This design comes from an exercise in tuning for small area on the open sky130 flow, not from production work.
In this exercise RTL edits were held to simulation tests only and were not proved equivalent to the original.
Power and IR drop assume default switching activity.

Design Full_Connect, start of the top module:
module Full_Connect #
(
parameter BITWIDTH = 8,
parameter BITWIDTH_CAL = 24,
parameter NUM_PARA = 8
)
(
input clk,
input rstn,
input ena,
input ena_add,
input [1:0] select,
input [ NUM_PARA*BITWIDTH - 1 : 0 ] in_data,  
input [ NUM_PARA*BITWIDTH - 1 : 0 ] weight,  
input [ NUM_PARA*BITWIDTH - 1 : 0 ] bias,  
output [ NUM_PARA*BITWIDTH - 1 : 0 ] result  
);
clock: 6.0 ns
lec_check: 0
abc_area: 1
cap_margin: 20
core_margin: 2
core_utilization: 85
place_density: 0.93
slew_margin: 20
standard.sh (not shown) runs the stock make flow with config.mk's settings and CLKGATE_MAP_FILE= SYNTH_SCRIPT=/design/flow/synth_recipe.tcl, a recipe that flattens the netlist after the stock synthesis.
==> flow/flow/run.sh <==
#!/bin/bash
# Own flow: the standard synthesis, then a netlist pass that removes
# inverters by choosing the polarity of full adders and of gates that have an
# inverted twin cell (flow/bubble.py), then the standard layout with
# smaller port buffers and a clock tree without dummy loads.
set -euo pipefail
R=orfs/results/sky130hd/Full_Connect/base
LIB=$FLOW_HOME/platforms/sky130hd/lib/sky130_fd_sc_hd__tt_025C_1v80.lib
bash standard.sh synth > synth.log 2>&1
cp $R/1_2_yosys.v $R/1_2_yosys_std.v
python3 flow/bubble.py $R/1_2_yosys_std.v $R/1_2_yosys.v $LIB > bubble.log 2>&1
touch $R/1_2_yosys.v
bash standard.sh finish \
  "BUFFER_PORTS_ARGS=-buffer_cell sky130_fd_sc_hd__buf_1" \
  "CTS_ARGS=-sink_clustering_enable -repair_clock_nets -sink_clustering_size 25 -sink_clustering_max_diameter 80 -buf_list sky130_fd_sc_hd__clkbuf_16 -dont_use_dummy_load" \
  > finish.log 2>&1
Other scripts of this flow, unchanged in this note and not shown: flow/flow/bubble.py
The baseline reached the layout checks and failed them: negative setup slack.
Then changed:
--- a/flow/config.mk
+++ b/flow/config.mk
@@ -9,5 +9,6 @@
 export CAP_MARGIN = 20
 export CORE_MARGIN = 2
-export CORE_UTILIZATION = 85
-export PLACE_DENSITY = 0.93
+export CORE_UTILIZATION = 78
+export PLACE_DENSITY = 0.88
+export SETUP_SLACK_MARGIN = 0.05
 export SLEW_MARGIN = 20
What happened: The new run finished with timing, DRC and antenna clean; setup slack is better by 0.46 ns; design area stays flat; wire length shrinks by roughly a tenth.
Then changed:
--- a/flow/flow/run.sh
+++ b/flow/flow/run.sh
@@ -13,4 +13,4 @@
 bash standard.sh finish \
   "BUFFER_PORTS_ARGS=-buffer_cell sky130_fd_sc_hd__buf_1" \
-  "CTS_ARGS=-sink_clustering_enable -repair_clock_nets -sink_clustering_size 25 -sink_clustering_max_diameter 80 -buf_list sky130_fd_sc_hd__clkbuf_16 -dont_use_dummy_load" \
+  "CTS_ARGS=-sink_clustering_enable -repair_clock_nets -sink_clustering_size 20 -sink_clustering_max_diameter 60 -buf_list sky130_fd_sc_hd__clkbuf_16 -dont_use_dummy_load" \
   > finish.log 2>&1
--- a/flow/config.mk
+++ b/flow/config.mk
@@ -9,6 +9,6 @@
 export CAP_MARGIN = 20
 export CORE_MARGIN = 2
-export CORE_UTILIZATION = 78
-export PLACE_DENSITY = 0.88
+export CORE_UTILIZATION = 60
+export PLACE_DENSITY = 0.7
 export SETUP_SLACK_MARGIN = 0.05
 export SLEW_MARGIN = 20
Result: Maximum frequency grows by about 1.7%. Synthesized cell count is unchanged. Via count shrinks by about 5%. Area after synthesis does not change. Non-clock buffer count grows by 34. Setup slack gains 0.097 ns. Design area grows by 2.3%. Total power grows by 1.3%. Hold slack loses 0.014 ns. Sequential power hardly moves. Die area grows by 30%.
Then changed:
--- a/flow/flow/run.sh
+++ b/flow/flow/run.sh
@@ -13,4 +13,4 @@
 bash standard.sh finish \
   "BUFFER_PORTS_ARGS=-buffer_cell sky130_fd_sc_hd__buf_1" \
-  "CTS_ARGS=-sink_clustering_enable -repair_clock_nets -sink_clustering_size 20 -sink_clustering_max_diameter 60 -buf_list sky130_fd_sc_hd__clkbuf_16 -dont_use_dummy_load" \
+  "CTS_ARGS=-sink_clustering_enable -repair_clock_nets -sink_clustering_size 30 -sink_clustering_max_diameter 80 -buf_list sky130_fd_sc_hd__clkbuf_16 -dont_use_dummy_load" \
   > finish.log 2>&1
--- a/flow/config.mk
+++ b/flow/config.mk
@@ -9,6 +9,5 @@
 export CAP_MARGIN = 20
 export CORE_MARGIN = 2
-export CORE_UTILIZATION = 60
-export PLACE_DENSITY = 0.7
-export SETUP_SLACK_MARGIN = 0.05
+export CORE_UTILIZATION = 78
+export PLACE_DENSITY = 0.88
 export SLEW_MARGIN = 20
Result: Final cell count decreases by a few percent; worst hold slack is worse by 0.015 ns; maximum frequency decreases slightly.


Full_Connect again, from the RTL that the note above started with.
// Full_Connect
module Full_Connect #
(
parameter BITWIDTH = 8,
parameter BITWIDTH_CAL = 24,
parameter NUM_PARA = 8
)
(
input clk,
input rstn,
input ena,
input ena_add,
input [1:0] select,
input [ NUM_PARA*BITWIDTH - 1 : 0 ] in_data,  
input [ NUM_PARA*BITWIDTH - 1 : 0 ] weight,  
input [ NUM_PARA*BITWIDTH - 1 : 0 ] bias,  
output [ NUM_PARA*BITWIDTH - 1 : 0 ] result  
);
reg pv;
always @( posedge clk or negedge rstn ) begin
    if ( !rstn ) pv <= 1'b0;
    else pv <= ena;
end
wire sel0 = ~select[1] & ~select[0];
wire sel1 = select[0];
wire sel2 = select[1];
wire hold_q = select[1] & select[0];
genvar i;
generate
for ( i = 0; i < NUM_PARA; i = i + 1 ) begin : lane
    Fc_Lane u (
        .clk(clk), .rstn(rstn), .ena(ena), .ena_add(ena_add), .pv(pv),
        .sel0(sel0), .sel1(sel1), .sel2(sel2), .hold_q(hold_q),
        .in_data(in_data[i*8 +: 8]), .weight(weight[i*8 +: 8]), .bias(bias[i*8 +: 8]),
        .result(result[i*8 +: 8])
    );
end
endgenerate
endmodule
export LEC_CHECK = 0
export ABC_AREA = 1
export CAP_MARGIN = 20
export CORE_MARGIN = 2
export CORE_UTILIZATION = 78
export PLACE_DENSITY = 0.88
export SETUP_SLACK_MARGIN = 0.05
export SLEW_MARGIN = 20
create_clock -name core_clock -period 6.0 [get_ports {clk}]
==> flow/flow/run.sh <==
#!/bin/bash
# Own flow: the standard synthesis, then a netlist pass that removes
# inverters by choosing the polarity of full adders and of gates that have an
# inverted twin cell (flow/bubble.py), then the standard layout with
# smaller port buffers and a clock tree without dummy loads.
set -euo pipefail
R=orfs/results/sky130hd/Full_Connect/base
LIB=$FLOW_HOME/platforms/sky130hd/lib/sky130_fd_sc_hd__tt_025C_1v80.lib
bash standard.sh synth > synth.log 2>&1
cp $R/1_2_yosys.v $R/1_2_yosys_std.v
python3 flow/bubble.py $R/1_2_yosys_std.v $R/1_2_yosys.v $LIB > bubble.log 2>&1
touch $R/1_2_yosys.v
bash standard.sh finish \
  "BUFFER_PORTS_ARGS=-buffer_cell sky130_fd_sc_hd__buf_1" \
  "CTS_ARGS=-sink_clustering_enable -repair_clock_nets -sink_clustering_size 20 -sink_clustering_max_diameter 60 -buf_list sky130_fd_sc_hd__clkbuf_16 -dont_use_dummy_load" \
  > finish.log 2>&1
Other scripts of this flow, unchanged in this note and not shown: flow/flow/bubble.py
Rerun with:
--- a/flow/flow/run.sh
+++ b/flow/flow/run.sh
@@ -13,4 +13,4 @@
 bash standard.sh finish \
   "BUFFER_PORTS_ARGS=-buffer_cell sky130_fd_sc_hd__buf_1" \
-  "CTS_ARGS=-sink_clustering_enable -repair_clock_nets -sink_clustering_size 20 -sink_clustering_max_diameter 60 -buf_list sky130_fd_sc_hd__clkbuf_16 -dont_use_dummy_load" \
+  "CTS_ARGS=-sink_clustering_enable -repair_clock_nets -sink_clustering_size 30 -sink_clustering_max_diameter 80 -buf_list sky130_fd_sc_hd__clkbuf_16 -dont_use_dummy_load" \
   > finish.log 2>&1
CORE_UTILIZATION = 70   (was 78)
PLACE_DENSITY = 0.8   (was 0.88)
The changed run finished with timing, DRC and antenna clean.
Core utilization goes down by 9.0 points.
Cell area goes down by 0.56%.
Clock-buffer cell count goes down by 34.
Power goes down by 5.0%.
Flip-flop and latch count stays the same.
Global-route usage goes down by 6.7 points.
Rerun with:
--- a/flow/flow/run.sh
+++ b/flow/flow/run.sh
@@ -13,4 +13,4 @@
 bash standard.sh finish \
   "BUFFER_PORTS_ARGS=-buffer_cell sky130_fd_sc_hd__buf_1" \
-  "CTS_ARGS=-sink_clustering_enable -repair_clock_nets -sink_clustering_size 30 -sink_clustering_max_diameter 80 -buf_list sky130_fd_sc_hd__clkbuf_16 -dont_use_dummy_load" \
+  "CTS_ARGS=-sink_clustering_enable -repair_clock_nets -sink_clustering_size 25 -sink_clustering_max_diameter 80 -buf_list sky130_fd_sc_hd__clkbuf_16 -dont_use_dummy_load" \
   > finish.log 2>&1
CORE_UTILIZATION = 78   (was 70)
PLACE_DENSITY = 0.88   (was 0.8)
SETUP_SLACK_MARGIN = not set   (was 0.05)
Total power increases by 1.7%. Wire length grows by 4.9%. Setup slack is better by 0.020 ns. Global-route usage grows by 5.5 points. Fmax went up by 0.35%. Worst hold slack improves by 0.033 ns.
Rerun with:
--- a/flow/flow/run.sh
+++ b/flow/flow/run.sh
@@ -13,4 +13,5 @@
 bash standard.sh finish \
   "BUFFER_PORTS_ARGS=-buffer_cell sky130_fd_sc_hd__buf_1" \
-  "CTS_ARGS=-sink_clustering_enable -repair_clock_nets -sink_clustering_size 25 -sink_clustering_max_diameter 80 -buf_list sky130_fd_sc_hd__clkbuf_16 -dont_use_dummy_load" \
+  "CTS_ARGS=-sink_clustering_enable -repair_clock_nets -sink_clustering_size 20 -sink_clustering_max_diameter 60 -buf_list sky130_fd_sc_hd__clkbuf_16 -dont_use_dummy_load" \
+  RECOVER_POWER=100 \
   > finish.log 2>&1
CORE_UTILIZATION = 70   (was 78)
PLACE_DENSITY = 0.8   (was 0.88)
SETUP_SLACK_MARGIN = 0.05   (was not set)
=>
- With this change the flow completed and failed the layout checks on capacitance limit, slew limit
- setup slack improves by 0.068 ns
- global-route usage shrinks by 5.2 points
- utilization drops by 7.3 points
- synthesized cell count does not change
- routed wire length went down by about 3.6%
- total power went up by 1.5%
- fmax grows by 1.2%

==> static timing again, ports no longer ideal <==
The flow's constraints put no driver on any port. The routed layouts listed below were extracted and timed again, unchanged, in two steps.
Step 1 assumes that a clkbuf_16 drives the clock port and a buf_2 every other input.
Step 2 also shifts input and output timing later by t, the mid clock arrival at the registers, as if the neighbouring blocks saw the same clock.
Three values: ideal, step 1, step 2; two values: the first two.
| run | shift t [ns] | setup slack, ns | hold slack, ns | worst data-port slew with drivers (ns) | cell pins on the clock port's net |
|---|---|---|---|---|---|
| the first run of note 1 | 0.722 | -0.222 / -0.222 / -0.425 | 0.451 / 0.451 / 0.451 | 0.14 | 1 |
| the second run of note 1 | 0.745 | 0.238 / 0.238 / -0.214 | 0.465 / 0.465 / 0.465 | 0.14 | 1 |
| the third run of note 1 | 0.756 | 0.336 / 0.336 / -0.078 | 0.451 / 0.451 / 0.451 | 0.10 | 1 |
| the fourth run of note 1 | 0.733 | 0.303 / 0.303 / -0.064 | 0.437 / 0.437 / 0.437 | 0.11 | 1 |
| the first run of note 2 | 0.735 | 0.165 / 0.165 / -0.246 | 0.451 / 0.451 / 0.451 | 0.14 | 1 |
| the second run of note 2 | 0.748 | 0.239 / 0.239 / -0.044 | 0.437 / 0.437 / 0.437 | 0.10 | 1 |
| the third run of note 2 | 0.726 | 0.260 / 0.260 / -0.127 | 0.469 / 0.469 / 0.469 | 0.10 | 1 |
| the fourth run of note 2 | 0.727 | 0.328 / 0.328 / -0.328 | 0.440 / 0.440 / 0.440 | 0.10 | 1 |
The setup slack of the fourth run of note 2, which loses most, moves by 0.000 ns with the drivers and by -0.656 ns with both steps.
